This is an optimization exercise on Yosys and OpenROAD, whose aim is small area, not a production implementation. Function was checked by simulation only, so behaviour that the tests miss may differ from the original. In every run shown here, the design's own scripts or RTL, not TritonCTS, make the clock network. The flow treats the clock pin as an ideal source. Dropping or thinning the clock tree relies on that and would not hold on a real chip. Power and IR drop assume default switching activity.

[flow/design.v]
`timescale 1ns / 1ps
module bcd(
    input  [3:0] n,
    output [6:0] seg
    );
    assign seg[0] = (~n[3] & ~n[2] & ~n[1] & n[0]) | (n[3] & n[1]) | (n[2] & ~n[1] & ~n[0]);
    assign seg[1] = (n[2] & n[1] & ~n[0]) | (n[3] & n[1]) | (n[2] & ~n[1] & n[0]);
    assign seg[2] = ~n[2] & n[1] & ~n[0];
    assign seg[3] = (n[2] & ~n[1] & ~n[0]) | (~n[3] & ~n[2] & ~n[1] & n[0]) | (n[2] & n[1] & n[0]);
    assign seg[4] = (n[2] & ~n[1]) | (n[3] & n[1]) | n[0];
    assign seg[5] = (~n[2] & n[1]) | (~n[3] & ~n[2] & n[0]) | (n[1] & n[0]);
    assign seg[6] = (~n[3] & ~n[2] & ~n[1]) | (n[3] & n[1]) | (n[2] & n[1] & n[0]);
endmodule
`timescale 1ns / 1ps
module top(
    input clk,
    input [3:0] sw,
    output SI,
    output [3:0] an,
    output [6:0] seg
    );
    function [13:0] inc14(input [13:0] q, input e);
        integer i; reg t;
        begin t = e; for (i = 0; i < 14; i = i + 1) begin inc14[i] = q[i] ^ t; t = t & q[i]; end end
    endfunction
    function [11:0] inc12(input [11:0] q, input e);
        integer i; reg t;
        begin t = e; for (i = 0; i < 12; i = i + 1) begin inc12[i] = q[i] ^ t; t = t & q[i]; end end
    endfunction
    function [10:0] inc11(input [10:0] q, input e);
        integer i; reg t;
        begin t = e; for (i = 0; i < 11; i = i + 1) begin inc11[i] = q[i] ^ t; t = t & q[i]; end end
    endfunction
    function [5:0] inc6(input [5:0] q, input e);
        integer i; reg t;
        begin t = e; for (i = 0; i < 6; i = i + 1) begin inc6[i] = q[i] ^ t; t = t & q[i]; end end
    endfunction
    function [4:0] inc5(input [4:0] q, input e);
        integer i; reg t;
        begin t = e; for (i = 0; i < 5; i = i + 1) begin inc5[i] = q[i] ^ t; t = t & q[i]; end end
    endfunction
    function [3:0] inc4(input [3:0] q, input e);
        integer i; reg t;
        begin t = e; for (i = 0; i < 4; i = i + 1) begin inc4[i] = q[i] ^ t; t = t & q[i]; end end
    endfunction
    function [2:0] inc3(input [2:0] q, input e);
        integer i; reg t;
        begin t = e; for (i = 0; i < 3; i = i + 1) begin inc3[i] = q[i] ^ t; t = t & q[i]; end end
    endfunction
    function [3:0] binc(input [3:0] d, input e);
        binc = {d[3] ^ (e & d[0] & ((d[1] & d[2]) | d[3])),
                d[2] ^ (e & d[0] & d[1]),
                d[1] ^ (e & d[0] & ~d[3]),
                d[0] ^ e};
    endfunction
    reg  [3:0] swd;
    wire st = swd[0];
    wire rs = swd[1];
    wire [1:0] md = swd[3:2];
    wire clr = rs | ~st;
    reg        P, PP;
    reg [10:0] C;       
    reg [13:0] SC;      
    reg [13:0] SP;      
    reg [13:0] M;       
    reg        SYNC;    
    reg        N;       
    wire sc_end = &{SC[13:7], SC[5], SC[3], SC[1]};
    wire sp_sat = &SP;
    wire ge39   = |C[10:6] | (C[5] & (C[4] | C[3] | (C[2] & C[1] & C[0])));
    wire ge78   = |C[10:7] | (C[6] & (C[5] | C[4] | (C[3] & C[2] & C[1])));
    wire ge156  = |C[10:8] | (C[7] & (C[6] | C[5] | (C[4] & C[3] & C[2])));
    wire ge161  = C[9] | C[8] | (C[7] & (C[6] | (C[5] & |C[4:0])));           
    wire ge285  = C[9] | (C[8] & (C[7] | C[6] | C[5] | (C[4] & C[3] & C[2] & (C[1] | C[0]))));  
    wire ge289  = C[9] | (C[8] & (C[7] | C[6] | (C[5] & |C[4:0])));          
    wire ge303  = C[9] | (C[8] & (C[7] | C[6] | (C[5] & (C[4] | (C[3] & C[2] & C[1] & C[0])))));  
    wire ge588  = C[9] & C[6] & C[3] & C[2];                                  
    wire ge606  = C[9] & (C[8] | C[7] | (C[6] & (C[5] | (C[4] & C[3] & C[2] & C[1]))));  
    wire ge666  = C[10] | (C[9] & (C[8] | (C[7] & (C[6] | C[5] | (C[4] & C[3] & (C[2] | C[1]))))));  
    wire ge740  = C[9] & C[7] & C[6] & C[5] & C[2];                           
    wire ge1000 = C[9] & C[8] & C[7] & C[6] & C[5] & C[3];                    
    wire ge1052 = C[10] & C[4] & C[3] & C[2];                                 
    wire s_lt9   = (SP < 14'd9);
    wire s_lt73  = (SP < 14'd73);
    wire s_lt79  = (SP < 14'd79);
    wire s_lt144 = (SP < 14'd144);
    reg tog3;
    always @(*) begin
        case (SP[3:0])
        4'd0: tog3 = ge1000;
        4'd1: tog3 = ge606;
        4'd2: tog3 = ge303;
        4'd3: tog3 = ge740;
        4'd4: tog3 = ge285;
        4'd5: tog3 = ge666;
        4'd6: tog3 = ge1052;
        4'd7: tog3 = ge666;
        default: tog3 = ge606;
        endcase
        if (!s_lt9)
            tog3 = s_lt73 ? ge289 : s_lt79 ? ge588 : ge161;
    end
    wire off = (md == 2'd3) & ~s_lt144;
    wire tog = (md == 2'd0) ? ge156 :
               (md == 2'd1) ? ge78 :
               (md == 2'd2) ? ge39 : tog3;
    wire n_next = ~rs & st & sc_end & SYNC;
    always @(posedge clk) begin
        swd <= sw;
        PP  <= P;
        P   <= ~clr & ~off & (P ^ tog);
        C   <= (clr | off | tog) ? 11'd0 : inc11(C, 1'b1);
        SC  <= (clr | sc_end) ? 14'd2430 : {SC[12:0], ~(SC[13] ^ SC[12])};
        SP  <= clr ? 14'd0 : inc14(SP, sc_end & ~sp_sat);
        if (!rs && !st && SYNC) M <= SP;
        SYNC <= rs | (st & (SYNC | (SP == M)));
        N <= n_next;
    end
    wire step = P & ~PP;
    reg [3:0] T0, T1, T2, T3;    
    reg [11:0] DC;               
    reg        DH;               
    reg [3:0]  D0, D1;           
    reg [3:0]  IA;               
    reg [11:0] PS;               
    reg [5:0]  CH;               
    reg [3:0]  H0, H1, H2, H3;   
    reg [2:0]  O;                
    reg [4:0]  U;                
    wire t_over = T3[3] & T3[1];
    wire t_b    = t_over & T3[0];
    wire t_a    = t_over & ~T3[0];
    wire tc0 = step & T0[0] & T0[3];
    wire tc1 = tc0 & T1[0] & T1[3];
    wire tc2 = tc1 & T2[0] & T2[3];
    wire dinc = DC[11];
    wire dc0  = dinc & DH;
    wire dc1  = dc0 & D0[0] & D0[3];
    wire ps_hi  = |PS[11:6];
    wire ps_mid = ps_hi | (PS[5] & |PS[4:0]);
    wire ch60   = (CH == 6'd60);
    wire ch61   = (CH == 6'd61);
    wire hi     = N & ps_hi;
    wire add60  = hi & ch60;
    wire add1   = hi & ch61;
    wire hc0    = add1 & H0[0] & H0[3];
    wire h1ge4  = H1[3] | H1[2];
    wire hc1    = (hc0 & H1[0] & H1[3]) | (add60 & h1ge4);
    wire hc2    = hc1 & H2[0] & H2[3];
    wire [3:0] h1p6 = h1ge4 ? {1'b0, H1[2:0] - 3'd4} : {H1[1], H1[2:0] + 3'd6};
    wire ia_inc = N & ps_mid & (SP < 14'd10);
    wire [2:0] o_next = inc3(rs ? 3'd0 : O, n_next);
    always @(posedge clk) begin
        O <= o_next;
        if (rs) begin
            T0 <= 0; T1 <= 0; T2 <= 0; T3 <= 0;
            DC <= 0; DH <= 0; D0 <= 0; D1 <= 0;
            IA <= 0; PS <= 0; CH <= 0;
            H0 <= 0; H1 <= 0; H2 <= 0; H3 <= 0;
            U <= 5'd4;
        end else begin
            U  <= inc5(U, 1'b1);
            T0 <= binc(T0, step);
            T1 <= binc(T1, tc0);
            T2 <= binc(T2, tc1);
            T3 <= t_over ? 4'd11 : inc4(T3, tc2);
            DC <= dinc ? 12'd0 : inc12(DC, step);
            DH <= DH ^ dinc;
            D0 <= binc(D0, dc0);
            D1 <= binc(D1, dc1);
            PS <= N ? 12'd0 : inc12(PS, step);
            IA <= inc4(IA, ia_inc);
            CH <= (N & ~ps_hi) ? 6'd0 : inc6(CH, hi & ~ch61);
            H0 <= binc(H0, add1);
            H1 <= add60 ? h1p6 : binc(H1, hc0);
            H2 <= binc(H2, hc1);
            H3 <= binc(H3, hc2);
        end
    end
    wire [1:0] cur = U[4:3];
    wire [1:0] om  = sw[1] ? 2'd0 : o_next[2:1];
    reg [3:0] d_steps, d_dist, d_init, d_hat, d_sel;
    always @(*) begin
        case (cur)
        2'd0: begin d_steps = T0; d_dist = {1'b0, DH, 1'b0, DH}; d_init = IA;   d_hat = H0; end
        2'd1: begin d_steps = T1; d_dist = 4'd10;                d_init = 4'd0; d_hat = H1; end
        2'd2: begin d_steps = T2; d_dist = D0;                   d_init = 4'd0; d_hat = H2; end
        default: begin d_steps = t_over ? 4'd0 : T3; d_dist = D1; d_init = 4'd0; d_hat = H3; end
        endcase
        if (t_b) d_steps = 4'd9;
        case (om)
        2'd0: d_sel = d_steps;
        2'd1: d_sel = d_dist;
        2'd2: d_sel = d_init;
        default: d_sel = d_hat;
        endcase
    end
    reg [3:0] dig, dig2;
    always @(posedge clk) begin
        dig  <= rs ? 4'd0 : d_sel;
        dig2 <= dig;
    end
    bcd dec (.n(dig2), .seg(seg));
    assign SI = ~rs & t_over;
    assign an = rs ? 4'b1110 :
                (cur == 2'd0) ? 4'b1110 :
                (cur == 2'd1) ? 4'b1101 :
                (cur == 2'd2) ? 4'b1011 : 4'b0111;
endmodule
[flow/flow/run.sh]
#!/bin/bash
# The standard layout (standard.sh) with these changes:
#  - synthesis maps with an area-oriented ABC script (flow/synth.tcl);
#  - the port buffers are the smallest buffer;
#  - the clock tree is built by flow/cts.tcl (one root buffer, ten leaf
#    buffers over k-means clusters of the flip-flops) in place of TritonCTS.
# Each tool's output goes to a log here: make's to standard_*.log (ORFS's
# own step logs stay under orfs/logs), the clock tree step's to cts.log.
set -euo pipefail
export BUFFER_PORTS_ARGS="-buffer_cell sky130_fd_sc_hd__buf_1"
SYN="SYNTH_SCRIPT=$PWD/flow/synth.tcl"
bash standard.sh "$SYN" place > standard_place.log 2>&1
export RES=$PWD/orfs/results/sky130hd/top/base
export NLEAF=10 LEAF_BUF=sky130_fd_sc_hd__clkbuf_8 ROOT_BUF=sky130_fd_sc_hd__clkbuf_4
openroad -no_init -exit flow/cts.tcl > cts.log 2>&1
cp "$RES/4_1_cts.odb" "$RES/4_cts.odb"
touch "$RES/4_cts.sdc"
bash standard.sh "$SYN" finish > standard_finish.log 2>&1
[flow/flow/area.abc]
&get -n
&st
&deepsyn -T 30 -S 1
&dch
&nf -a -p
&put
topo
[flow/flow/cts.tcl]
# Clock tree in place of ORFS's TritonCTS step (4_1_cts): the clock sinks
# are split into NLEAF groups by k-means on their placed locations; each
# group gets one LEAF buffer at its centre, and one ROOT buffer, driven by
# the clock port, drives the leaf buffers. Then the placement is legalised
# and the result is written where ORFS's CTS step would write it.
set res $::env(RES)
set platform_dir $::env(FLOW_HOME)/platforms/sky130hd
read_liberty $platform_dir/lib/sky130_fd_sc_hd__tt_025C_1v80.lib
read_db $res/3_place.odb
read_sdc $res/3_place.sdc
source $platform_dir/setRC.tcl

proc build_clock_tree {nleaf leaf_master root_master} {
  set db [ord::get_db]
  set block [ord::get_db_block]
  set clknet [$block findNet clk]
  set sinks {}
  foreach it [$clknet getITerms] {
    set loc [[$it getInst] getLocation]
    lappend sinks [list $it [lindex $loc 0] [lindex $loc 1]]
  }
  set n [llength $sinks]
  # k-means, started from sinks evenly spaced in x order
  set sorted [lsort -integer -index 1 $sinks]
  set centers {}
  for {set k 0} {$k < $nleaf} {incr k} {
    set s [lindex $sorted [expr {int(($k + 0.5) * $n / $nleaf)}]]
    lappend centers [list [lindex $s 1] [lindex $s 2]]
  }
  for {set iter 0} {$iter < 100} {incr iter} {
    set groups [lrepeat $nleaf {}]
    foreach s $sinks {
      set best 0
      set bd 1e30
      for {set k 0} {$k < $nleaf} {incr k} {
        set c [lindex $centers $k]
        set d [expr {abs([lindex $s 1] - [lindex $c 0]) + abs([lindex $s 2] - [lindex $c 1])}]
        if {$d < $bd} { set bd $d; set best $k }
      }
      lset groups $best [concat [lindex $groups $best] [list $s]]
    }
    set newc {}
    for {set k 0} {$k < $nleaf} {incr k} {
      set g [lindex $groups $k]
      if {[llength $g] == 0} { lappend newc [lindex $centers $k]; continue }
      set sx 0
      set sy 0
      foreach s $g { set sx [expr {$sx + [lindex $s 1]}]; set sy [expr {$sy + [lindex $s 2]}] }
      lappend newc [list [expr {$sx / [llength $g]}] [expr {$sy / [llength $g]}]]
    }
    if {$newc == $centers} break
    set centers $newc
  }
  # root buffer at the centre of the leaf buffers
  set rinst [odb::dbInst_create $block [$db findMaster $root_master] clkbuf_root]
  set rnet [odb::dbNet_create $block clknet_root]
  $rnet setSigType CLOCK
  [$rinst findITerm A] connect $clknet
  [$rinst findITerm X] connect $rnet
  set sx 0
  set sy 0
  foreach c $centers { set sx [expr {$sx + [lindex $c 0]}]; set sy [expr {$sy + [lindex $c 1]}] }
  $rinst setLocation [expr {$sx / $nleaf}] [expr {$sy / $nleaf}]
  $rinst setPlacementStatus PLACED
  for {set k 0} {$k < $nleaf} {incr k} {
    set g [lindex $groups $k]
    if {[llength $g] == 0} continue
    set inst [odb::dbInst_create $block [$db findMaster $leaf_master] clkbuf_leaf_$k]
    set net [odb::dbNet_create $block clknet_leaf_$k]
    $net setSigType CLOCK
    [$inst findITerm A] connect $rnet
    [$inst findITerm X] connect $net
    foreach s $g {
      set it [lindex $s 0]
      $it disconnect
      $it connect $net
    }
    set c [lindex $centers $k]
    $inst setLocation [lindex $c 0] [lindex $c 1]
    $inst setPlacementStatus PLACED
    puts "clock leaf $k: [llength $g] sinks"
  }
}

build_clock_tree $::env(NLEAF) $::env(LEAF_BUF) $::env(ROOT_BUF)
detailed_placement
check_placement -verbose
set_propagated_clock [all_clocks]
estimate_parasitics -placement
report_clock_skew
set worst 0
foreach pin [get_pins -of_objects [get_cells *] -filter "name == CLK"] {
  set s [expr {max([get_property $pin slew_max_rise], [get_property $pin slew_max_fall])}]
  if {$s > $worst} { set worst $s }
}
puts "worst estimated clock pin slew: $worst"
unset_propagated_clock [all_clocks]
write_db $res/4_1_cts.odb
write_sdc -no_timestamp $res/4_cts.sdc
[flow/flow/synth.tcl]
# Synthesis: the standard script (synth_recipe.tcl, which runs ORFS's
# synth.tcl), with two changes that only touch combinational logic:
# Yosys's full/half-adder extraction is skipped, and ABC maps with the
# area-oriented script area.abc instead of ORFS's speed script.
set flow_dir [file dirname [file normalize [info script]]]
set ::area_abc [file join $flow_dir area.abc]
proc abc {args} {
  set i [lsearch -exact $args -script]
  if {$i >= 0} { set args [lreplace $args [expr {$i + 1}] [expr {$i + 1}] $::area_abc] }
  yosys abc {*}$args
}
proc extract_fa {args} { puts "extract_fa skipped" }
source [file join [file dirname $flow_dir] synth_recipe.tcl]
[flow/standard.sh]
#!/bin/bash
# synth_recipe.tcl (not shown) runs the flow's synth.tcl, then flattens the netlist and writes it again
# the make line also repeats each setting of config.mk as NAME=value (left out here)
make -C /OpenROAD-flow-scripts/flow DESIGN_CONFIG=/design/flow/config.mk WORK_HOME=/design/flow/orfs CLKGATE_MAP_FILE= SYNTH_SCRIPT=/design/flow/synth_recipe.tcl "${@:-finish}"
[flow/config.mk]
export PLATFORM = sky130hd
export DESIGN_NAME = top
export DESIGN_NICKNAME = top
export VERILOG_FILES = /design/flow/design.v
export SDC_FILE = /design/flow/constraint.sdc
export NUM_CORES = 8
export LEC_CHECK = 0
export CAP_MARGIN = 20
export CORE_MARGIN = 2
export CORE_UTILIZATION = 40
export SLEW_MARGIN = 20
[flow/constraint.sdc]
create_clock -name core_clock -period 150.0 [get_ports {clk}]
set_input_delay 30.0000 -clock core_clock [delete_from_list [all_inputs] [get_ports {clk}]]
set_output_delay 30.0000 -clock core_clock [all_outputs]
set_load 0.01 [all_outputs]
==> impl_metrics.csv, run 1 <==
group,metric,value,unit
status,outcome,"complete, no violations",
die,die_h,128,um
logic_synthesis,yosys.area.top_type,"dfxtp_1",
cts,worstSkewPairLatency,0.54,ns
die,core_area,15100,um^2
logic_synthesis,yosys.cell_count.top_type,"dfxtp_1",
sta,fin_crit_sh,21.3,%
routing,dr.pass1.iters,6,
critical_path,crit_required,120.00,ns
logic_synthesis,synth_edf_count,14,
pwr,power.share.clock,28.9,%
critical_path,critPathTopFamily,"simple AND/OR/NAND/NOR gates",
pwr,p_sw_share,21.8,%
grt,grt_max_degree,57,
grt,grtUsageTotal,15.5,%
cts,path_clk_slew,0.10,ns
critical_path,start_kind,"flip-flop",
placed_design,placed_cell_area,6420,um^2
routing,postRouteAntennaNets,0,
routing,vias,4978,
cells_and_area,fillers,1508,
logic_synthesis,ys_types,50,
worst_hold_path,worstHoldPathType,"reg -> reg",
sta,holdWs,0.339,ns
pwr,p_leak,0.00235,uW
pwr,seq_power_share,67.7,%
pwr,p_sw,13.5,uW
routing,drc_errors,0,
cells_and_area,area_growth,7.43,%
job,cap_violations,0,
routing,viasPerCell,5.59,
die,pin_count,17,
sta,max_clock_freq,31.3,MHz
sta,rsz0062_at_grt,"no",
cells_and_area,layout-drive-gt1-share,1.99,%
sta,slew_headroom,47.1,%
die,num_rows,45,
logic_synthesis,synthTopCellsByCount,"dfxtp_1 (138), a21oi_1 (75), nor2_1 (62)",
placed_design,io_buffers,16,
logic_synthesis,ys_ff_latch,152,
sta,setup_viol,0,
sta,skew,0.0315,ns
pwr,power.density,9.41,nW/um^2
logic_synthesis,synth_nets,679,
logic_synthesis,seq_area_frac_synth,52.1,%
placed_design,routabilityCongestion,0.864,
critical_path,critical_path_arrival,1.99,ns
logic_synthesis,synth_area_per_cell,9.07,um^2
die,start_util,40.5,%
grt,grt_overflow,0,
placed_design,dp_hpwl,9.15,mm
grt,grt_pass1_vias,4669,
critical_path,cp_max_fo,11,
logic_synthesis,yosysWarnings,1,
pwr,vdd_drop_max,0.00677,mV
logic_synthesis,synth.area.top_cells,"dfxtp_1 (45%), edfxtp_1 (6.9%), a21oi_1 (6.1%), nor3_1 (4.5%), nor2_1 (3.8%)",
sta,worstMarginPinSlew,0.786,ns
sta,period_needed,31.99,ns
die,die_area,16300,um^2
critical_path,slowest_delay,0.67,ns
critical_path,crit_chain,"nor2b_1, nand2_1, buf_1",
cells_and_area,antennaDiodeCount,0,
routing,wl,12.9,mm
critical_path,crit_buf_inv,1,
logic_synthesis,netlist_area,6110,um^2
routing,drt_iter0_markers,192,
logic_synthesis,syn_inst,674,
logic_synthesis,yosysTopAreaCellShare,45.2,%
pwr,p_int,48.3,uW
grt,grt_pass1_wl,21.9,mm
sta,fin_tns_setup,0,ns
critical_path,crit_slowest_cell,"nor2b_1",
logic_synthesis,async_flop_share,0,%
critical_path,cp-end-kind,"output pin",
die,dieWidth,128,um
sta,finalHoldViolCount,0,
cells_and_area,fin_nets,710,
cells_and_area,design_area,6570,um^2
sta,maxSlewViolCount,0,
routing,routedWlPerCell,14.4,um
logic_synthesis,synth_ff_type,"dfxtp_1",
grt,antenna_found_initial,1,
pwr,combPwrFrac,3.4,%
critical_path,timing_worst_setup_path_type,"reg -> out",
## worst paths after layout
kind	from	endpoint	slack [ns]	cells after the start
worst max-delay path	U[4]	an[2]	118.01	3
worst min-delay path	dig[3]	dig2[3]	0.34	0
worst max register to register	SC[8]	SP[12]	146.66	8
worst min register to register	dig[3]	dig2[3]	0.34	0
## sequential cells by signal, indices dropped and copies added (netlist names), 5 cells and up
register,count
M,14
SC,14
SP,14
DC,12
PS,12
C,11
CH,6
U,5
## layer usage
metal | track usage, % | share of wire, % | vias up
met5 | 0 | 0.10 | -
met4 | 2.26 | 1.4 | 2
li1 | - | - | 2564
met2 | 26.5 | 46 | 53
met3 | 1.55 | 2.5 | 15
met1 | 21.7 | 50 | 2344
## worst register-to-register path: cells and delay by family (launching register included)
kind / cells / cell delay, ns
AOI/OAI and AO/OA: 2 / 0.49
and+or+nand+nor: 6 / 2.39
DFF: 1 / 0.35
## metrics by stage
step	instances	setup slack, ns	total power [uW]	utilization [%]
finish	891	118.01	61.8	43.5
global route	891	117.88	64.6	43.5
detailed placement	880	118.59	44.9	42.6
global placement	879	118.63	44.8	42.5
floorplan	674	117.97	44.1	-
## placed cells by master (no fill, tap or decap), types with 3 or more instances in the layout
cell type,netlist,final
nor4_1,6,6
and2_0,16,16
a21oi_1,75,75
nor3_1,55,55
nor2_1,62,62
o21a_1,9,9
xor2_1,6,6
buf_1,0,16
or4_1,3,3
xnor2_1,9,9
nand2_1,47,47
o221ai_1,5,5
a31oi_1,6,6
nor2b_1,14,14
a21o_1,3,3
and4_1,3,3
nand4_1,11,11
o21ai_0,34,34
dfxtp_1,138,137
clkbuf_8,0,10
clkinv_1,22,22
a22oi_1,8,8
or2_0,4,4
and3_1,36,36
a211oi_1,10,10
nand3_1,12,12
a222oi_1,5,5
a22o_1,5,5
nor3b_1,5,5
or3_1,15,15
o2bb2ai_1,4,4
edfxtp_1,14,14
nand2b_1,5,5
## logic make-up (layout without fill, tap and decap cells)
family                    after synthesis  in the layout  share of synthesized area, %
and+or+nand+nor                       299            299                          25.3
buffers and inverters                  22             51                          1.35
xor gates and xnor gates               15             15                          2.15
AOI/OAI and AO/OA                     186            186                          19.1
DFF                                   152            152                          52.1
## power groups by stage
| stage | clock [uW] | sequential, uW | combinational (uW) |
|---|---|---|---|
| floorplan | 0 | 42.8 | 1.34 |
| global placement | 0 | 42.7 | 2.06 |
| detailed placement | 0 | 42.7 | 2.13 |
| global route | 20.3 | 41.9 | 2.39 |
| finish | 17.8 | 41.8 | 2.12 |
## area by class of cell
cell class / instances / area (um^2) / share of cell area, %
Inverter: 22 / 82.6 / 1.26
Multi-Input combinational cell: 500 / 2850 / 43.3
Buffer: 11 / 145 / 2.21
Tap cell: 188 / 235 / 3.58
Sequential cell: 152 / 3180 / 48.5
Timing Repair Buffer: 18 / 72.6 / 1.11
==> inputs of run 2 (changes only) <==
==> flow/flow/area.abc (replaced) <==
&get -n
&st
&deepsyn -T 30 -S 1
&dch
&nf -a -p -F 8 -A 4
&put
topo
==> run 2 against run 1 <==
Against the previous run:
- still clean on timing, DRC and antenna
- cell count down 0.11%
- register-to-register slack worse by 0.79 ns
- setup slack worse by 0.39 ns
- synthesized area down 0.70%
==> impl_metrics.csv, run 2 <==
group,metric,value,unit
routing,wl,12.8,mm
die,pin_count,17,
sta,maxSlewViolCount,0,
die,num_rows,45,
grt,antenna_found_initial,1,
cells_and_area,top_regs,"M (14), SC (14), SP (14)",
logic_synthesis,synth_ff_type,"dfxtp_1",
cells_and_area,fin_nets,708,
placed_design,dp_hpwl,8.94,mm
die,die_h,127,um
grt,grt_overflow,0,
sta,max_clock_freq,30.9,MHz
pwr,combPwrFrac,3.3,%
pwr,p_sw_share,22.1,%
logic_synthesis,ys_types,49,
critical_path,timing_worst_setup_path_type,"reg -> out",
worst_hold_path,worstHoldPathType,"reg -> reg",
pwr,power.total,62.0,uW
logic_synthesis,async_flop_share,0,%
cells_and_area,design_area,6530,um^2
logic_synthesis,netlist_area,6070,um^2
job,cap_violations,0,
routing,vias,4998,
grt,grt_pass1_vias,4638,
logic_synthesis,yosysTopAreaCellShare,45.5,%
logic_synthesis,synth_area_per_cell,9.03,um^2
routing,drt_iter0_markers,271,
routing,routedWlPerCell,14.3,um
sta,skew,0.0575,ns
pwr,seq_power_share,67.4,%
placed_design,io_buffers,16,
cells_and_area,layout-drive-gt1-share,2.00,%
die,die_area,16200,um^2
sta,slew_headroom,35.1,%
logic_synthesis,yosys.area.top_type,"dfxtp_1",
critical_path,cp-end-kind,"output pin",
logic_synthesis,yosys.cell_count.top_type,"dfxtp_1",
pwr,p_sw,13.7,uW
cells_and_area,area_growth,7.57,%
logic_synthesis,synth_nets,677,
pwr,power.density,9.49,nW/um^2
grt,grt_max_degree,54,
die,dieWidth,127,um
logic_synthesis,yosysWarnings,1,
grt,grtUsageTotal,15.3,%
logic_synthesis,seq_area_frac_synth,52.4,%
die,core_area,15000,um^2
sta,worstMarginPinSlew,0.973,ns
pwr,p_leak,0.00233,uW
sta,setup_viol,0,
pwr,power.share.clock,29.2,%
routing,viasPerCell,5.62,
grt,grt_pass1_wl,21.6,mm
sta,finalHoldViolCount,0,
logic_synthesis,ys_ff_latch,152,
sta,rsz0062_at_grt,"no",
critical_path,cp_max_fo,53,
logic_synthesis,synth_edf_count,14,
logic_synthesis,synth.area.top_cells,"dfxtp_1 (46%), a21oi_1 (7.1%), edfxtp_1 (6.9%), nor3_1 (4.0%), nor2_1 (3.6%)",
pwr,p_int,48.2,uW
critical_path,critical_path_arrival,2.38,ns
routing,dr.pass1.iters,5,
die,start_util,40.4,%
cells_and_area,layout_commonest_cell,"dfxtp_1",
cts,path_clk_slew,0.12,ns
logic_synthesis,synthTopCellsByCount,"dfxtp_1 (138), a21oi_1 (86), nor2_1 (59)",
routing,drc_errors,0,
cts,worstSkewPairLatency,0.55,ns
routing,postRouteAntennaNets,0,
cells_and_area,most-common-layout-cells,"dfxtp_1 (137), a21oi_1 (86), nor2_1 (59)",
critical_path,crit_required,120.00,ns
placed_design,placed_cell_area,6380,um^2
sta,fin_tns_setup,0,ns
logic_synthesis,syn_inst,672,
sta,fin_crit_sh,21.6,%
critical_path,start_kind,"flip-flop",
status,outcome,"complete, no violations",
sta,period_needed,32.38,ns
pwr,vdd_drop_max,0.00489,mV
placed_design,routabilityCongestion,0.843,
run 2: power by group through the flow:
stage          registers [uW]  logic [uW]  clock network (uW)
2_1_floorplan            42.8        1.28                   0
3_3_place_gp             42.7        2.01                   0
3_5_place_dp             42.7        2.06                   0
5_1_grt                  41.9        2.31                20.4
6_report                 41.8        2.05                18.1
run 2: critical path: stages, from the launching register on:
cell      delay [ns]
dfxtp_2         0.33
buf_4           0.47
clkinv_1        0.64
nand2_1         0.21
buf_1           0.17
run 2: cell families (layout without fill, tap and decap cells):
family	Yosys count	after routing	synth area share [%]
other cells	0	1	0
simple gates	283	283	24.1
flops	152	152	52.4
xor+xnor	12	12	1.73
buf+inv	25	54	1.55
compound gates	200	200	20.1
run 2: worst paths after layout:
path	start	slack [ns]	cells past startpoint	to
worst max-delay path	swd[1]	117.62	4	an[3]
worst min-delay path	dig[3]	0.35	0	dig2[3]
worst max register to register	swd[1]	145.87	10	dig[3]
worst min register to register	dig[3]	0.35	0	dig2[3]
run 2: layout make-up:
type                       count  area, um^2
sequential                   152        3180
fill                        1482        8500
timing repair buffer          18        75.1
tap                          188         235
buffer                        11         145
inverter                      25        93.8
multi-input combinational    495        2790
antenna                        1        2.50
run 2: per-layer routing:
layer	GRT usage [%]	wire [um]	part of all wire, %	vias to the layer above
met2	27.3	6110	48	82
met1	20.1	5950	47	2350
met3	1.63	446	3.5	21
met4	3.17	246	1.9	0
met5	0	0	0	-
li1	-	-	-	2545
run 2: through the flow:
stage	hold slack [ns]	utilization [%]	setup WS, ns	std cells
after floorplan	0.310	-	118.02	672
after global placement	0.323	42.4	118.23	878
after detailed placement	0.314	42.4	118.20	878
after global routing	0.349	43.4	117.38	889
final	0.347	43.4	117.62	890
==> inputs of run 3 (changes only) <==
==> flow/flow/run.sh (replaced) <==
#!/bin/bash
# The standard layout (standard.sh) with these changes:
#  - synthesis maps with an area-oriented ABC script (flow/synth.tcl);
#  - the port buffers are the smallest buffer;
#  - the clock tree is built by flow/cts.tcl in place of TritonCTS: one
#    root buffer and clkbuf_8 leaf buffers over even k-means clusters of the
#    flip-flops, with the fewest leaves (from 9) whose estimated clock-pin
#    slew is at most 112 ps.
# Each tool's output goes to a log here: make's to standard_*.log (ORFS's
# own step logs stay under orfs/logs), each clock tree try's to cts_N.log.
set -euo pipefail
export BUFFER_PORTS_ARGS="-buffer_cell sky130_fd_sc_hd__buf_1"
SYN="SYNTH_SCRIPT=$PWD/flow/synth.tcl"
bash standard.sh "$SYN" place > standard_place.log 2>&1
export RES=$PWD/orfs/results/sky130hd/top/base
export LEAF_BUF=sky130_fd_sc_hd__clkbuf_8 ROOT_BUF=sky130_fd_sc_hd__clkbuf_4 MAX_SLEW=0.112
done_cts=0
for n in 9 10 11 12 13 14 16 18 20 24; do
  if NLEAF=$n openroad -no_init -exit flow/cts.tcl > cts_$n.log 2>&1; then
    done_cts=1
    break
  fi
done
[ "$done_cts" = 1 ]
cp "$RES/4_1_cts.odb" "$RES/4_cts.odb"
touch "$RES/4_cts.sdc"
bash standard.sh "$SYN" finish > standard_finish.log 2>&1
--- a/flow/flow/cts.tcl
+++ b/flow/flow/cts.tcl
@@ -1,7 +1,10 @@
 # Clock tree in place of ORFS's TritonCTS step (4_1_cts): the clock sinks
-# are split into NLEAF groups by k-means on their placed locations; each
-# group gets one LEAF buffer at its centre, and one ROOT buffer, driven by
-# the clock port, drives the leaf buffers. Then the placement is legalised
-# and the result is written where ORFS's CTS step would write it.
+# are split into NLEAF groups by k-means on their placed locations, evened
+# out so that no group has more than its share; each group gets one LEAF
+# buffer at its centre, and one ROOT buffer, driven by the clock port,
+# drives the leaf buffers. The placement is then legalised, and the result
+# is written where ORFS's CTS step would write it, but only if the largest
+# estimated clock-pin slew is at most MAX_SLEW (ns); run.sh then tries more
+# leaves.
 set res $::env(RES)
 set platform_dir $::env(FLOW_HOME)/platforms/sky130hd
@@ -52,4 +55,39 @@
     set centers $newc
   }
+  # rebalance: while some cluster is over the cap, move its sink farthest
+  # from its centre to the nearest cluster with room
+  set cap [expr {($n + $nleaf - 1) / $nleaf}]
+  set moved 1
+  while {$moved} {
+    set moved 0
+    for {set k 0} {$k < $nleaf} {incr k} {
+      set g [lindex $groups $k]
+      if {[llength $g] <= $cap} continue
+      set c [lindex $centers $k]
+      set far -1; set fd -1
+      for {set i 0} {$i < [llength $g]} {incr i} {
+        set s [lindex $g $i]
+        set d [expr {abs([lindex $s 1] - [lindex $c 0]) + abs([lindex $s 2] - [lindex $c 1])}]
+        if {$d > $fd} { set fd $d; set far $i }
+      }
+      set s [lindex $g $far]
+      set best -1; set bd 1e30
+      for {set j 0} {$j < $nleaf} {incr j} {
+        if {$j == $k || [llength [lindex $groups $j]] >= $cap} continue
+        set cj [lindex $centers $j]
+        set d [expr {abs([lindex $s 1] - [lindex $cj 0]) + abs([lindex $s 2] - [lindex $cj 1])}]
+        if {$d < $bd} { set bd $d; set best $j }
+      }
+      lset groups $k [lreplace $g $far $far]
+      lset groups $best [concat [lindex $groups $best] [list $s]]
+      set moved 1
+    }
+  }
+  set centers {}
+  foreach g $groups {
+    set sx 0; set sy 0
+    foreach s $g { set sx [expr {$sx + [lindex $s 1]}]; set sy [expr {$sy + [lindex $s 2]}] }
+    lappend centers [list [expr {$sx / [llength $g]}] [expr {$sy / [llength $g]}]]
+  }
   # root buffer at the centre of the leaf buffers
   set rinst [odb::dbInst_create $block [$db findMaster $root_master] clkbuf_root]
@@ -95,4 +133,8 @@
 }
 puts "worst estimated clock pin slew: $worst"
+if {$worst > $::env(MAX_SLEW)} {
+  puts "clock tree rejected"
+  exit 1
+}
 unset_propagated_clock [all_clocks]
 write_db $res/4_1_cts.odb
==> run 3 against run 2 <==
Against the previous run:
- clock skew shrank 0.042 ns
- total power grew 2.6%
- worst hold slack lost 0.0093 ns
- critical path depth is the same
- clock power grew 9%
- highest routed layer unchanged
- combinational power about the same
- via count grew 0.76%
- largest cell class unchanged
- final area increased by 0.42%
- global-route usage is 0.19 points higher
- still clean on timing, DRC and antenna
- maximum frequency barely moved
==> impl_metrics.csv, run 3 <==
group,metric,value,unit
die,dieWidth,127,um
critical_path,r2r_setup_slack,145.87,ns
routing,drt_iter0_markers,326,
logic_synthesis,syn_inst,672,
critical_path,cp-end-kind,"output pin",
critical_path,start_kind,"flip-flop",
critical_path,crit_required,120.00,ns
grt,grt_pass1_wl,21.7,mm
grt,grt_pass1_vias,4669,
sta,setup_viol,0,
placed_design,pre_cts_ws,118.20,ns
routing,vias,5036,
worst_hold_path,min_to,"dig2[3]",
grt,antenna_found_initial,1,
cells_and_area,most-common-layout-cells,"dfxtp_1 (137), a21oi_1 (86), nor2_1 (59)",
critical_path,reg2reg_from,"swd[1]",
grt,grtUsageTotal,15.5,%
sta,slew_headroom,35.4,%
logic_synthesis,seq_area_frac_synth,52.4,%
die,pin_count,17,
logic_synthesis,ys_ff_latch,152,
cells_and_area,area_growth,8.02,%
logic_synthesis,synth_area_per_cell,9.03,um^2
sta,period_needed,32.36,ns
cts,worstSkewPairLatency,0.56,ns
routing,drc_errors,0,
cells_and_area,seq_area,3180,um^2
logic_synthesis,synth_top_family_by_area,"simple AND/OR/NAND/NOR gates",
status,outcome,"complete, no violations",
cells_and_area,layout_commonest_cell,"dfxtp_1",
logic_synthesis,async_flop_share,0,%
sta,skew,0.0155,ns
critical_path,critical_path_arrival,2.37,ns
routing,wl,12.8,mm
logic_synthesis,yosys.area_share.adder,0,%
critical_path,timing_worst_setup_path_type,"reg -> out",
sta,maxSlewViolCount,0,
sta,fin_crit_sh,21.6,%
routing,dr.pass1.iters,4,
logic_synthesis,synth_nets,677,
logic_synthesis,yosys.area_share.simple,24.1,%
logic_synthesis,synth-compound-area-share,20.1,%
logic_synthesis,synthTopCellsByCount,"dfxtp_1 (138), a21oi_1 (86), nor2_1 (59)",
die,start_util,40.4,%
sta,worstMarginPinSlew,0.968,ns
critical_path,cp_max_fo,53,
placed_design,routabilityCongestion,0.843,
placed_design,io_buffers,16,
worst_hold_path,worstHoldPathType,"reg -> reg",
cells_and_area,fillers,1485,
logic_synthesis,yosys.cell_count.top_type,"dfxtp_1",
logic_synthesis,yosysWarnings,1,
cells_and_area,layout-drive-gt1-share,2.28,%
logic_synthesis,yosys.area.top_type,"dfxtp_1",
job,cap_violations,0,
logic_synthesis,synth_ff_type,"dfxtp_1",
die,core_area,15000,um^2
critical_path,r2r_end,"dig[3]",
sta,fin_tns_setup,0,ns
routing,viasPerCell,5.65,
logic_synthesis,yosysTopAreaCellShare,45.5,%
cells_and_area,multi_input_area,2790,um^2
routing,routedWlPerCell,14.4,um
die,die_area,16200,um^2
pwr,p_leak,0.00234,uW
grt,grt_overflow,0,
worst_hold_path,hp-start,"dig[3]",
pwr,power.density,9.70,nW/um^2
logic_synthesis,netlist_area,6070,um^2
worst_hold_path,min_path_cells,0,
critical_path,reg2reg_depth,10,
grt,grt_max_degree,54,
die,num_rows,45,
placed_design,dp_hpwl,8.94,mm
sta,rsz0062_at_grt,"no",
cts,path_clk_slew,0.08,ns
sta,finalHoldViolCount,0,
logic_synthesis,synth_edf_count,14,
logic_synthesis,ys_types,49,
logic_synthesis,synth.area.mux_share,0,%
pwr,vdd_drop_max,0.00437,mV
cells_and_area,top_regs,"M (14), SC (14), SP (14)",
logic_synthesis,synth.area.top_cells,"dfxtp_1 (46%), a21oi_1 (7.1%), edfxtp_1 (6.9%), nor3_1 (4.0%), nor2_1 (3.6%)",
cells_and_area,fin_nets,710,
sta,max_clock_freq,30.9,MHz
sta,holdWs,0.338,ns
logic_synthesis,synth_xor_area_share,1.73,%
sta,setup_slack,117.64,ns
routing,postRouteAntennaNets,0,
die,die_h,127,um
==> run 3: cell counts after synthesis <==
No cell type changed its count.
==> run 3: worst max path at each step <==
stage / from / end / slack (ns) / cells past startpoint
2_1_floorplan: swd[1] / an[1] / 118.02 / 2
3_3_place_gp: swd[1] / an[1] / 118.23 / 4
3_5_place_dp: swd[1] / an[3] / 118.20 / 4
5_1_grt: swd[1] / an[2] / 117.41 / 4
6_report: swd[1] / an[3] / 117.64 / 4
==> run 3: power breakdown <==
group | internal (uW) | switching, uW
registers | 41.4 | 0.381
clock network | 7.34 | 12.4
logic | 0.635 | 1.41
==> run 3: layout make-up <==
type	count	share of cell area [%]
Antenna cell	1	0.0382
Inverter	25	1.43
Buffer	13	2.63
Tap cell	188	3.59
Sequential cell	152	48.6
Multi-Input combinational cell	495	42.6
Timing Repair Buffer	18	1.15
==> run 3: cell families after synthesis <==
| family | count (synthesis) |
|---|---|
| DFF | 152 |
| and+or+nand+nor | 283 |
| AOI/OAI and AO/OA | 200 |
| xor gates and xnor gates | 12 |
| buffers and inverters | 25 |
==> run 3: critical path, stage by stage, from the launching register on <==
cell and delay, ns:
dfxtp_2 0.32, buf_4 0.47, clkinv_1 0.64, nand2_1 0.21
buf_1 0.17
==> run 3: metal layers <==
metal  GRT usage [%]  part of all wire [%]  up-vias
li1                -                     -     2548
met1            20.5                    46     2377
met2            27.3                    48       86
met3            1.34                   3.1       25
met4            4.14                   2.8        0
met5               0                     0        -
==> run 3: per-stage QoR <==
step | util [%] | std cells | cell area (um^2) | power, uW
2_1_floorplan | - | 672 | 6070 | 44.0
3_3_place_gp | 42.4 | 878 | 6380 | 44.7
3_5_place_dp | 42.4 | 878 | 6380 | 44.8
5_1_grt | 43.6 | 891 | 6550 | 66.3
6_report | 43.6 | 892 | 6560 | 63.6
==> inputs of run 4 (changes only) <==
==> flow/flow/run.sh (replaced) <==
#!/bin/bash
# The standard layout (standard.sh) with these changes:
#  - synthesis maps with an area-oriented ABC script (flow/synth.tcl);
#  - the port buffers are the smallest buffer;
set -euo pipefail
export BUFFER_PORTS_ARGS="-buffer_cell sky130_fd_sc_hd__buf_1"
SYN="SYNTH_SCRIPT=$PWD/flow/synth.tcl"
bash standard.sh "$SYN" place > standard_place.log 2>&1
export RES=$PWD/orfs/results/sky130hd/top/base
export LEAF_BUF=sky130_fd_sc_hd__clkbuf_8 ROOT_BUF=sky130_fd_sc_hd__clkbuf_4
export NMIN=8 NMAX=24 MAX_SLEW=0.121
openroad -no_init -exit flow/cts.tcl > cts.log 2>&1
cp "$RES/4_1_cts.odb" "$RES/4_cts.odb"
touch "$RES/4_cts.sdc"
bash standard.sh "$SYN" finish > standard_finish.log 2>&1
==> flow/flow/cts.tcl (replaced) <==
set res $::env(RES)
set platform_dir $::env(FLOW_HOME)/platforms/sky130hd
read_liberty $platform_dir/lib/sky130_fd_sc_hd__tt_025C_1v80.lib
read_db $res/3_place.odb
read_sdc $res/3_place.sdc
source $platform_dir/setRC.tcl

set db [ord::get_db]
set block [ord::get_db_block]
set clknet [$block findNet clk]
set sinks {}
foreach it [$clknet getITerms] {
  set loc [[$it getInst] getLocation]
  lappend sinks [list $it [lindex $loc 0] [lindex $loc 1]]
}

proc dist {s c} {
  expr {abs([lindex $s 1] - [lindex $c 0]) + abs([lindex $s 2] - [lindex $c 1])}
}

proc centre {g} {
  set sx 0
  set sy 0
  foreach s $g { set sx [expr {$sx + [lindex $s 1]}]; set sy [expr {$sy + [lindex $s 2]}] }
  list [expr {$sx / [llength $g]}] [expr {$sy / [llength $g]}]
}

# k-means into k groups, started from sinks evenly spaced in the order of
# the key (x, y, x+y or x-y), then evened out so that no group has more than
# slack sinks over its share. Returns the groups.
proc cluster {k key slack} {
  set n [llength $::sinks]
  set keyed {}
  foreach s $::sinks {
    set x [lindex $s 1]
    set y [lindex $s 2]
    switch $key {
      x { set v $x }
      y { set v $y }
      s { set v [expr {$x + $y}] }
      d { set v [expr {$x - $y}] }
    }
    lappend keyed [list $v $s]
  }
  set sorted {}
  foreach e [lsort -integer -index 0 $keyed] { lappend sorted [lindex $e 1] }
  set centers {}
  for {set i 0} {$i < $k} {incr i} {
    set s [lindex $sorted [expr {int(($i + 0.5) * $n / $k)}]]
    lappend centers [list [lindex $s 1] [lindex $s 2]]
  }
  for {set iter 0} {$iter < 100} {incr iter} {
    set groups [lrepeat $k {}]
    foreach s $::sinks {
      set best 0
      set bd 1e30
      for {set i 0} {$i < $k} {incr i} {
        set d [dist $s [lindex $centers $i]]
        if {$d < $bd} { set bd $d; set best $i }
      }
      lset groups $best [concat [lindex $groups $best] [list $s]]
    }
    set newc {}
    for {set i 0} {$i < $k} {incr i} {
      set g [lindex $groups $i]
      if {[llength $g] == 0} { lappend newc [lindex $centers $i] } else { lappend newc [centre $g] }
    }
    if {$newc == $centers} break
    set centers $newc
  }
  set cap [expr {($n + $k - 1) / $k + $slack}]
  set moved 1
  while {$moved} {
    set moved 0
    for {set i 0} {$i < $k} {incr i} {
      set g [lindex $groups $i]
      if {[llength $g] <= $cap} continue
      set c [lindex $centers $i]
      set far -1
      set fd -1
      for {set j 0} {$j < [llength $g]} {incr j} {
        set d [dist [lindex $g $j] $c]
        if {$d > $fd} { set fd $d; set far $j }
      }
      set s [lindex $g $far]
      set best -1
      set bd 1e30
      for {set j 0} {$j < $k} {incr j} {
        if {$j == $i || [llength [lindex $groups $j]] >= $cap} continue
        set d [dist $s [lindex $centers $j]]
        if {$d < $bd} { set bd $d; set best $j }
      }
      lset groups $i [lreplace $g $far $far]
      lset groups $best [concat [lindex $groups $best] [list $s]]
      set moved 1
    }
  }
  set out {}
  foreach g $groups { if {[llength $g] > 0} { lappend out $g } }
  return $out
}

proc build {groups} {
  set rinst [odb::dbInst_create $::block [$::db findMaster $::env(ROOT_BUF)] clkbuf_root]
  set rnet [odb::dbNet_create $::block clknet_root]
  $rnet setSigType CLOCK
  [$rinst findITerm A] connect $::clknet
  [$rinst findITerm X] connect $rnet
  set centers {}
  set i 0
  foreach g $groups {
    set inst [odb::dbInst_create $::block [$::db findMaster $::env(LEAF_BUF)] clkbuf_leaf_$i]
    set net [odb::dbNet_create $::block clknet_leaf_$i]
    $net setSigType CLOCK
    [$inst findITerm A] connect $rnet
    [$inst findITerm X] connect $net
    foreach s $g {
      set it [lindex $s 0]
      $it disconnect
      $it connect $net
    }
    set c [centre $g]
    lappend centers $c
    $inst setLocation [lindex $c 0] [lindex $c 1]
    $inst setPlacementStatus PLACED
    incr i
  }
  set c [centre [lmap c $centers {list {} [lindex $c 0] [lindex $c 1]}]]
  $rinst setLocation [lindex $c 0] [lindex $c 1]
  $rinst setPlacementStatus PLACED
}

proc unbuild {ngroups} {
  for {set i 0} {$i < $ngroups} {incr i} {
    set net [$::block findNet clknet_leaf_$i]
    foreach it [$net getITerms] {
      if {[[$it getInst] getName] eq "clkbuf_leaf_$i"} continue
      $it disconnect
      $it connect $::clknet
    }
    odb::dbInst_destroy [$::block findInst clkbuf_leaf_$i]
    odb::dbNet_destroy $net
  }
  odb::dbInst_destroy [$::block findInst clkbuf_root]
  odb::dbNet_destroy [$::block findNet clknet_root]
}

# largest estimated clock-pin slew in each group of the tree as built
proc group_slews {ngroups} {
  set_propagated_clock [all_clocks]
  estimate_parasitics -placement
  set out {}
  for {set i 0} {$i < $ngroups} {incr i} {
    set worst 0
    foreach it [[$::block findNet clknet_leaf_$i] getITerms] {
      if {[$it getMTerm] == "NULL" || [[$it getMTerm] getName] ne "CLK"} continue
      set pin [get_pins [[$it getInst] getName]/CLK]
      set s [expr {max([get_property $pin slew_max_rise], [get_property $pin slew_max_fall])}]
      if {$s > $worst} { set worst $s }
    }
    lappend out $worst
  }
  unset_propagated_clock [all_clocks]
  return $out
}

proc max_of {l} {
  set m 0
  foreach v $l { if {$v > $m} { set m $v } }
  return $m
}

# Greedy repair of a grouping: move a sink of the group with the largest
# slew (one of the three farthest from its centre) to the group whose centre
# is nearest to it, as long as that lowers the largest slew.
proc refine {groups} {
  build $groups
  set sl [group_slews [llength $groups]]
  unbuild [llength $groups]
  for {set step 0} {$step < 200} {incr step} {
    set w [max_of $sl]
    set i [lsearch -exact $sl $w]
    set g [lindex $groups $i]
    set c [centre $g]
    set order {}
    for {set j 0} {$j < [llength $g]} {incr j} { lappend order [list [dist [lindex $g $j] $c] $j] }
    set order [lsort -integer -decreasing -index 0 $order]
    set improved 0
    foreach cand [lrange $order 0 2] {
      set j [lindex $cand 1]
      set s [lindex $g $j]
      set bt -1
      set bd 1e30
      for {set t 0} {$t < [llength $groups]} {incr t} {
        if {$t == $i} continue
        set d [dist $s [centre [lindex $groups $t]]]
        if {$d < $bd} { set bd $d; set bt $t }
      }
      set trial $groups
      lset trial $i [lreplace $g $j $j]
      lset trial $bt [concat [lindex $trial $bt] [list $s]]
      build $trial
      set tsl [group_slews [llength $trial]]
      unbuild [llength $trial]
      if {[max_of $tsl] < $w} {
        set groups $trial
        set sl $tsl
        set improved 1
        break
      }
    }
    if {!$improved} break
  }
  return [list [max_of $sl] $groups]
}

proc worst_slew {} {
  set_propagated_clock [all_clocks]
  estimate_parasitics -placement
  set worst 0
  foreach pin [get_pins -of_objects [get_cells *] -filter "name == CLK"] {
    set s [expr {max([get_property $pin slew_max_rise], [get_property $pin slew_max_fall])}]
    if {$s > $worst} { set worst $s }
  }
  unset_propagated_clock [all_clocks]
  return $worst
}

set chosen {}
for {set k $::env(NMIN)} {$k <= $::env(NMAX) && $chosen == {}} {incr k} {
  set best_w 1e30
  set best_g {}
  foreach key {x y s d} {
    foreach slack {1000 6 3 0} {
      set groups [cluster $k $key $slack]
      build $groups
      set w [worst_slew]
      unbuild [llength $groups]
      puts [format "groups %d start %s slack %d: worst estimated clock-pin slew %.4f" $k $key $slack $w]
      if {$w < $best_w} { set best_w $w; set best_g $groups }
    }
  }
  if {$best_w <= $::env(MAX_SLEW) + 0.02} {
    lassign [refine $best_g] best_w best_g
    puts [format "groups %d refined: worst estimated clock-pin slew %.4f" $k $best_w]
  }
  if {$best_w <= $::env(MAX_SLEW)} { set chosen $best_g }
}
if {$chosen == {}} {
  puts "no clock tree within the slew limit"
  exit 1
}
build $chosen
set i 0
foreach g $chosen { puts "clock leaf $i: [llength $g] sinks"; incr i }
detailed_placement
check_placement -verbose
puts [format "built: worst estimated clock-pin slew %.4f" [worst_slew]]
set_propagated_clock [all_clocks]
estimate_parasitics -placement
report_clock_skew
unset_propagated_clock [all_clocks]
write_db $res/4_1_cts.odb
write_sdc -no_timestamp $res/4_cts.sdc
--- a/flow/config.mk
+++ b/flow/config.mk
@@ -6,6 +6,6 @@
 export NUM_CORES = 8
 export LEC_CHECK = 0
-export CAP_MARGIN = 20
+export CAP_MARGIN = 0
 export CORE_MARGIN = 2
 export CORE_UTILIZATION = 40
-export SLEW_MARGIN = 20
+export SLEW_MARGIN = 0
==> run 4 against run 3 <==
Against the previous run:
- still clean
- clock skew up 0.0079 ns
- final area fell by 0.63%
- clock power shrank 13%
- setup slack improved by 0.014 ns
- register-to-register slack improved by 0.04 ns
- combinational power barely moved
- global-route usage down 0.095 points
- largest power group unchanged
==> impl_metrics.csv, run 4 <==
group,metric,value,unit
status,outcome,"complete, no violations",
routing,viasPerCell,5.71,
sta,fin_crit_sh,21.6,%
sta,slew_headroom,34.6,%
routing,routedWlPerCell,14.5,um
die,core_area,15000,um^2
sta,setup_viol,0,
grt,grt_pass1_wl,21.5,mm
die,pin_count,17,
routing,drc_errors,0,
critical_path,crit_required,120.00,ns
worst_hold_path,worstHoldPathType,"reg -> reg",
die,die_area,16200,um^2
critical_path,critical_path_arrival,2.35,ns
routing,postRouteAntennaNets,0,
logic_synthesis,synth_ff_type,"dfxtp_1",
logic_synthesis,synth_nets,677,
pwr,power.density,9.38,nW/um^2
die,die_h,127,um
job,cap_violations,0,
logic_synthesis,netlist_area,6070,um^2
pwr,vdd_drop_max,0.00519,mV
die,start_util,40.4,%
critical_path,timing_worst_setup_path_type,"reg -> out",
grt,grt_overflow,0,
cells_and_area,layout_commonest_cell,"dfxtp_1",
sta,finalHoldViolCount,0,
logic_synthesis,synth_area_per_cell,9.03,um^2
sta,setup_slack,117.65,ns
critical_path,cp-end-kind,"output pin",
logic_synthesis,synthTopCellsByCount,"dfxtp_1 (138), a21oi_1 (86), nor2_1 (59)",
cells_and_area,layout-drive-gt1-share,1.86,%
die,dieWidth,127,um
logic_synthesis,async_flop_share,0,%
sta,maxSlewViolCount,0,
logic_synthesis,yosys.cell_count.top_type,"dfxtp_1",
logic_synthesis,syn_inst,672,
cts,path_clk_slew,0.11,ns
cts,worstSkewPairLatency,0.53,ns
logic_synthesis,ys_types,49,
placed_design,dp_hpwl,9.03,mm
logic_synthesis,synth.area.top_cells,"dfxtp_1 (46%), a21oi_1 (7.1%), edfxtp_1 (6.9%), nor3_1 (4.0%), nor2_1 (3.6%)",
sta,skew,0.0234,ns
sta,fin_tns_setup,0,ns
placed_design,routabilityCongestion,0.843,
placed_design,io_buffers,16,
placed_design,pre_cts_ws,118.20,ns
critical_path,cp_max_fo,53,
routing,dr.pass1.iters,5,
cells_and_area,area_growth,7.34,%
critical_path,start_kind,"flip-flop",
logic_synthesis,yosysTopAreaCellShare,45.5,%
pwr,p_leak,0.00232,uW
logic_synthesis,yosysWarnings,1,
die,num_rows,45,
routing,drt_iter0_markers,319,
sta,period_needed,32.35,ns
sta,max_clock_freq,30.9,MHz
cells_and_area,top_regs,"M (14), SC (14), SP (14)",
critical_path,reg2reg_depth,10,
sta,rsz0062_at_grt,"no",
cells_and_area,fin_nets,707,
grt,grt_max_degree,54,
grt,grt_pass1_vias,4647,
logic_synthesis,synth_edf_count,14,
grt,grtUsageTotal,15.4,%
routing,vias,5076,
logic_synthesis,seq_area_frac_synth,52.4,%
grt,antenna_found_initial,1,
worst_hold_path,min_path_cells,0,
routing,wl,12.9,mm
logic_synthesis,ys_ff_latch,152,
cells_and_area,most-common-layout-cells,"dfxtp_1 (137), a21oi_1 (86), nor2_1 (59)",
sta,worstMarginPinSlew,0.980,ns
logic_synthesis,yosys.area.top_type,"dfxtp_1",
==> run 4: cell count changes in the layout (fill, tap and decap cells not counted) <==
cell,change
clkbuf_8,-3
==> run 4: cell families (layout without fill, tap and decap cells) <==
kind of cell,Yosys count,count (layout),share of synthesized area (%)
AO/OA/AOI/OAI,200,200,20.1
XOR/XNOR,12,12,1.73
buffers and inverters,25,53,1.55
flip-flops,152,152,52.4
other,0,1,0
AND/OR/NAND/NOR,283,283,24.1
==> run 4: path summary, 6_finish.rpt <==
kind	slack, ns	to	startpoint
min reg2reg	0.35	dig2[3]	dig[3]
max	117.65	an[3]	swd[1]
min	0.35	dig2[3]	dig[3]
max reg2reg	145.91	dig[3]	swd[1]
==> run 4: power by group <==
group	internal (uW)	switching [uW]	total [uW]
Combinational	0.635	1.42	2.05
Sequential	41.4	0.378	41.8
Clock	5.64	11.7	17.3
==> run 4: stage by stage <==
stage	area (um^2)	hold WS, ns	utilization [%]	instances	power [uW]
after floorplan	6070	0.310	-	672	44.0
after global placement	6380	0.323	42.4	878	44.7
after detailed placement	6380	0.320	42.4	878	44.8
after global routing	6510	0.359	43.3	888	63.8
final	6520	0.352	43.3	889	61.1
==> run 4: area by class of cell <==
type,count,area [um^2]
sequential,152,3180
tap,188,235
multi-input combinational,495,2790
inverter,25,93.8
timing repair buffer,18,75.1
buffer,10,131
fill,1485,8520
antenna,1,2.50
==> run 4: worst max-delay path, stage by stage, from the launching register on <==
cell and delay (ns):
dfxtp_2 0.32, buf_4 0.47, clkinv_1 0.65, nand2_1 0.22, buf_1 0.17
==> run 4: per-layer routing <==
layer  part of all wire [%]  global-route usage, %  vias up
met1                     47                   20.1     2414
met5                      0                      0        -
met4                    2.0                   3.36        0
met3                    3.2                   1.47       18
met2                     48                   27.7       87
li1                       -                      -     2557
==> inputs of run 5 (changes only) <==
--- a/flow/config.mk
+++ b/flow/config.mk
@@ -6,6 +6,6 @@
 export NUM_CORES = 8
 export LEC_CHECK = 0
-export CAP_MARGIN = 0
+export CAP_MARGIN = 20
 export CORE_MARGIN = 2
 export CORE_UTILIZATION = 40
-export SLEW_MARGIN = 0
+export SLEW_MARGIN = 20
==> run 5 against run 4 <==
Against the previous run:
- still clean on timing, DRC and antenna
- global-route usage about the same
- flip-flop and latch count unchanged
- first-iteration DRC count down 4.1%
- clock power decreased by 3%
- core utilization fell by 0.092 points
- register-to-register slack lost 0.02 ns
- routed wire length is 1.4% lower
- final area decreased by 0.21%
- die area did not move
- cell count decreased by 0.11%
- largest cell class unchanged
- highest routed layer unchanged
==> impl_metrics.csv, run 5 <==
group,metric,value,unit
status,outcome,"complete, no violations",
logic_synthesis,yosys.area.top_type,"dfxtp_1",
pwr,power.density,9.33,nW/um^2
sta,setup_viol,0,
grt,grt_max_degree,54,
routing,postRouteAntennaNets,0,
routing,dr.pass1.iters,4,
die,die_area,16200,um^2
grt,grt_overflow,0,
logic_synthesis,ys_types,49,
critical_path,crit_required,120.00,ns
logic_synthesis,synth_top_family_by_area,"simple AND/OR/NAND/NOR gates",
logic_synthesis,synth_ff_type,"dfxtp_1",
logic_synthesis,yosysTopAreaCellShare,45.5,%
sta,finalHoldViolCount,0,
logic_synthesis,yosysWarnings,1,
job,cap_violations,0,
sta,setup_slack,117.66,ns
sta,slew_headroom,35.0,%
logic_synthesis,synthTopCellsByCount,"dfxtp_1 (138), a21oi_1 (86), nor2_1 (59)",
logic_synthesis,synth_area_per_cell,9.03,um^2
logic_synthesis,syn_inst,672,
cells_and_area,seq_area,3180,um^2
logic_synthesis,ys_ff_latch,152,
logic_synthesis,synth-compound-area-share,20.1,%
critical_path,start_kind,"flip-flop",
die,pin_count,17,
sta,fin_crit_sh,21.6,%
logic_synthesis,netlist_area,6070,um^2
sta,maxSlewViolCount,0,
sta,rsz0062_at_grt,"no",
grt,grt_pass1_wl,21.6,mm
routing,drc_errors,0,
logic_synthesis,seq_area_frac_synth,52.4,%
die,die_h,127,um
routing,wl,12.7,mm
sta,skew,0.0112,ns
cells_and_area,layout-drive-gt1-share,1.72,%
cells_and_area,fin_nets,706,
logic_synthesis,synth_nets,677,
routing,viasPerCell,5.61,
worst_hold_path,worstHoldPathType,"reg -> reg",
cells_and_area,most-common-layout-cells,"dfxtp_1 (137), a21oi_1 (86), nor2_1 (59)",
die,num_rows,45,
pwr,p_leak,0.00232,uW
pwr,vdd_drop_max,0.00411,mV
critical_path,cp-end-kind,"output pin",
critical_path,cp_max_fo,53,
sta,max_clock_freq,30.9,MHz
placed_design,pre_cts_ws,118.20,ns
logic_synthesis,yosys.cell_count.top_type,"dfxtp_1",
cts,worstSkewPairLatency,0.51,ns
die,dieWidth,127,um
sta,worstMarginPinSlew,0.974,ns
cells_and_area,fillers,1489,
grt,antenna_found_initial,1,
cts,path_clk_slew,0.12,ns
critical_path,critical_path_arrival,2.34,ns
logic_synthesis,yosys.area_share.simple,24.1,%
logic_synthesis,synth.area.top_cells,"dfxtp_1 (46%), a21oi_1 (7.1%), edfxtp_1 (6.9%), nor3_1 (4.0%), nor2_1 (3.6%)",
sta,fin_tns_setup,0,ns
placed_design,dp_hpwl,8.94,mm
cells_and_area,top_regs,"M (14), SC (14), SP (14)",
placed_design,io_buffers,16,
logic_synthesis,synth_xor_area_share,1.73,%
sta,period_needed,32.34,ns
routing,routedWlPerCell,14.3,um
routing,vias,4986,
critical_path,timing_worst_setup_path_type,"reg -> out",
cells_and_area,area_growth,7.11,%
cells_and_area,layout_commonest_cell,"dfxtp_1",
die,core_area,15000,um^2
logic_synthesis,async_flop_share,0,%
grt,grt_pass1_vias,4657,
routing,drt_iter0_markers,306,
placed_design,routabilityCongestion,0.843,
logic_synthesis,synth_edf_count,14,
logic_synthesis,synth.area.mux_share,0,%
pwr,power.total,60.6,uW
grt,grtUsageTotal,15.3,%
logic_synthesis,yosys.area_share.adder,0,%
cells_and_area,multi_input_area,2790,um^2
die,start_util,40.4,%
## run 5: cell counts after synthesis
No cell type changed its count.
## run 5: kinds of logic (layout without fill, tap and decap cells)
group / count (synthesis) / in the layout
other: 0 / 1
buffers and inverters: 25 / 52
AOI/OAI and AO/OA: 200 / 200
and+or+nand+nor: 283 / 283
DFF: 152 / 152
xor gates and xnor gates: 12 / 12
## run 5: worst paths after layout
| check | cells past startpoint | to | slack (ns) | startpoint |
|---|---|---|---|---|
| setup / recovery | 4 | an[2] | 117.66 | swd[1] |
| hold / removal | 0 | dig2[3] | 0.35 | dig[3] |
| setup reg to reg | 10 | dig[3] | 145.89 | swd[1] |
| hold reg to reg | 0 | dig2[3] | 0.35 | dig[3] |
## run 5: report_power, final
| group | switching, uW | leakage (uW) | internal, uW |
|---|---|---|---|
| clock | 11.7 | 0.0000621 | 5.10 |
| combinational | 1.40 | 0.00101 | 0.635 |
| sequential | 0.383 | 0.00125 | 41.4 |
| total | 13.5 | 0.00232 | 47.2 |
## run 5: layout make-up
type / instances / share of cell area [%]
plain buffers: 9 / 1.81
multi-input cells: 495 / 43.0
repair buffers: 18 / 1.15
well taps: 188 / 3.62
flip-flops and latches: 152 / 49.0
diodes: 1 / 0.0385
inverters: 25 / 1.44
## run 5: metal layers
metal  vias up  wire, um  track usage [%]
met4         0       278             3.30
met1      2361      6030             20.4
met5         -         0                0
li1       2541         -                -
met3        22       340             1.34
met2        62      6060             27.3
## run 5: worst max-delay path, stage by stage (launching register included)
cell and delay [ns]:
dfxtp_2 0.33, buf_4 0.47, clkinv_1 0.64, nand2_1 0.22, buf_1 0.17
## run 5: metrics by stage
step	utilization [%]	cell area (um^2)	hold WS, ns	cells
after floorplan	-	6070	0.310	672
after global placement	42.4	6380	0.323	878
after detailed placement	42.4	6380	0.314	878
after global routing	43.2	6500	0.348	887
final	43.2	6500	0.347	888
==> inputs of run 6 (changes only) <==
--- a/flow/flow/run.sh
+++ b/flow/flow/run.sh
@@ -1,4 +1,5 @@
 #!/bin/bash
-# The standard layout (standard.sh) with these changes:
+# The standard layout (standard.sh), at the core utilisation and
+# placement density in config.mk, with these changes:
 #  - synthesis maps with an area-oriented ABC script (flow/synth.tcl);
 #  - the port buffers are the smallest buffer;
@@ -9,5 +10,5 @@
 export RES=$PWD/orfs/results/sky130hd/top/base
 export LEAF_BUF=sky130_fd_sc_hd__clkbuf_8 ROOT_BUF=sky130_fd_sc_hd__clkbuf_4
-export NMIN=8 NMAX=24 MAX_SLEW=0.121
+export NMIN=7 NMAX=24 MAX_SLEW=0.118
 openroad -no_init -exit flow/cts.tcl > cts.log 2>&1
 cp "$RES/4_1_cts.odb" "$RES/4_cts.odb"
--- a/flow/config.mk
+++ b/flow/config.mk
@@ -8,4 +8,5 @@
 export CAP_MARGIN = 20
 export CORE_MARGIN = 2
-export CORE_UTILIZATION = 40
+export CORE_UTILIZATION = 70
+export PLACE_DENSITY = 0.8
 export SLEW_MARGIN = 20
==> run 6 against run 5 <==
Against the previous run:
- sequential share of layout area up 0.65 points
- register-to-register slack improved by 0.74 ns
- still clean
- total power is 0.35% higher
- final area down 1.3%
==> impl_metrics.csv, run 6 <==
group,metric,value,unit
sta,max_clock_freq,31.3,MHz
logic_synthesis,synthTopCellsByCount,"dfxtp_1 (138), a21oi_1 (86), nor2_1 (59)",
cts,path_clk_slew,0.10,ns
placed_design,placed_cell_area,6280,um^2
logic_synthesis,synth_ff_type,"dfxtp_1",
routing,drc_errors,0,
cells_and_area,fin_nets,708,
cells_and_area,design_area,6420,um^2
routing,drt_iter0_markers,293,
routing,postRouteAntennaNets,0,
logic_synthesis,synth_edf_count,14,
die,num_rows,33,
critical_path,reg2reg_depth,9,
grt,grt_pass1_vias,4766,
grt,grt_pass1_wl,21.4,mm
die,dieWidth,97.1,um
logic_synthesis,netlist_area,6070,um^2
cells_and_area,fin_util,77.3,%
logic_synthesis,async_flop_share,0,%
die,start_util,73.1,%
sta,rsz0062_at_grt,"no",
status,outcome,"complete, no violations",
grt,antenna_found_initial,0,
cells_and_area,layout-drive-gt1-share,2.00,%
critical_path,start_kind,"flip-flop",
logic_synthesis,yosysWarnings,1,
critical_path,crit_required,120.00,ns
die,die_h,97.1,um
logic_synthesis,yosys.area.top_type,"dfxtp_1",
cells_and_area,most-common-layout-cells,"dfxtp_1 (137), a21oi_1 (86), nor2_1 (59)",
grt,grtUsageTotal,26.0,%
sta,finalHoldViolCount,0,
critical_path,timing_worst_setup_path_type,"reg -> out",
routing,vias,5008,
sta,skew,0.0170,ns
worst_hold_path,min_to,"dig2[1]",
critical_path,r2r_setup_slack,146.63,ns
cells_and_area,layout_commonest_cell,"dfxtp_1",
critical_path,critical_path_arrival,1.94,ns
sta,holdWs,0.334,ns
sta,fin_tns_setup,0,ns
worst_hold_path,hp-start,"dig[1]",
logic_synthesis,seq_area_frac_synth,52.4,%
logic_synthesis,synth.area.top_cells,"dfxtp_1 (46%), a21oi_1 (7.1%), edfxtp_1 (6.9%), nor3_1 (4.0%), nor2_1 (3.6%)",
die,pin_count,17,
placed_design,dp_hpwl,8.73,mm
pwr,p_leak,0.00233,uW
routing,routedWlPerCell,15.4,um
placed_design,dp.cells,796,
routing,viasPerCell,6.21,
worst_hold_path,worstHoldPathType,"reg -> reg",
pwr,power.density,9.48,nW/um^2
placed_design,routabilityCongestion,0.906,
sta,slew_headroom,41.5,%
sta,maxSlewViolCount,0,
logic_synthesis,synth_area_per_cell,9.03,um^2
logic_synthesis,yosysTopAreaCellShare,45.5,%
routing,wl,12.4,mm
die,core_area,8300,um^2
critical_path,r2r_end,"dig[3]",
worst_hold_path,min_path_cells,0,
sta,worstMarginPinSlew,0.877,ns
logic_synthesis,ys_ff_latch,152,
sta,period_needed,31.94,ns
placed_design,io_buffers,16,
routing,dr.pass1.iters,4,
cells_and_area,top_regs,"M (14), SC (14), SP (14)",
die,die_area,9430,um^2
pwr,vdd_drop_max,0.00882,mV
sta,setup_viol,0,
job,cap_violations,0,
logic_synthesis,ys_types,49,
critical_path,cp-end-kind,"output pin",
cells_and_area,instances_no_fill,806,
sta,fin_crit_sh,21.3,%
logic_synthesis,yosys.cell_count.top_type,"dfxtp_1",
critical_path,cp_max_fo,8,
logic_synthesis,syn_inst,672,
grt,grt_max_degree,53,
cells_and_area,antennaDiodeCount,0,
cts,worstSkewPairLatency,0.50,ns
critical_path,reg2reg_from,"swd[1]",
cells_and_area,area_growth,5.71,%
grt,grt_overflow,0,
logic_synthesis,synth_nets,677,
-- run 6: metal layers --
| metal | global-route usage (%) | up-vias | wire (um) |
|---|---|---|---|
| met5 | 0 | - | 0 |
| met4 | 5.53 | 0 | 208 |
| met3 | 1.80 | 18 | 466 |
| met2 | 46.8 | 117 | 6010 |
| met1 | 34.6 | 2329 | 5710 |
| li1 | - | 2544 | - |
-- run 6: where the power goes --
| part | internal (uW) | switching (uW) |
|---|---|---|
| Combinational | 0.653 | 1.39 |
| Clock | 5.66 | 11.4 |
| Sequential | 41.4 | 0.383 |
-- run 6: logic make-up (layout without fill, tap and decap cells) --
family | after synthesis | after routing | synth area share, %
buffers and inverters | 25 | 54 | 1.55
flip-flops | 152 | 152 | 52.4
XOR/XNOR | 12 | 12 | 1.73
AO/OA/AOI/OAI | 200 | 200 | 20.1
AND/OR/NAND/NOR | 283 | 283 | 24.1
-- run 6: through the flow --
step	total power, uW	setup slack [ns]
after floorplan	44.0	118.02
after global placement	44.7	118.71
after detailed placement	44.8	118.62
after global routing	62.8	117.89
final	60.9	118.06
-- run 6: worst max-delay path: stages, from the launching register on --
cell,delay [ns]
dfxtp_1,0.47
clkinv_1,0.20
nor2_1,0.52
nand2_1,0.11
buf_1,0.15
-- run 6: final cells by class --
type                    count  area (um^2)
fillers                   631         1880
multi-input cells         495         2790
flip-flops and latches    152         3180
repair buffers             19         82.6
well taps                 105          131
plain buffers              10          131
inverters                  25         93.8
-- run 6: how the worst max path moves through the flow --
stage,from,to,slack (ns),depth (start not counted)
after global routing,U[3],an[1],117.89,4
final,U[3],an[1],118.06,4
after floorplan,swd[1],an[1],118.02,2
after global placement,U[3],an[1],118.71,4
after detailed placement,U[3],an[1],118.62,4

Setup slack of run 6, layout unchanged: 118.058 ns with ideal ports, 118.031 ns with driving cells assumed (clock clkbuf_16, inputs buf_2), 118.549 ns with port delays also shifted by the 0.518 ns mid clock arrival.
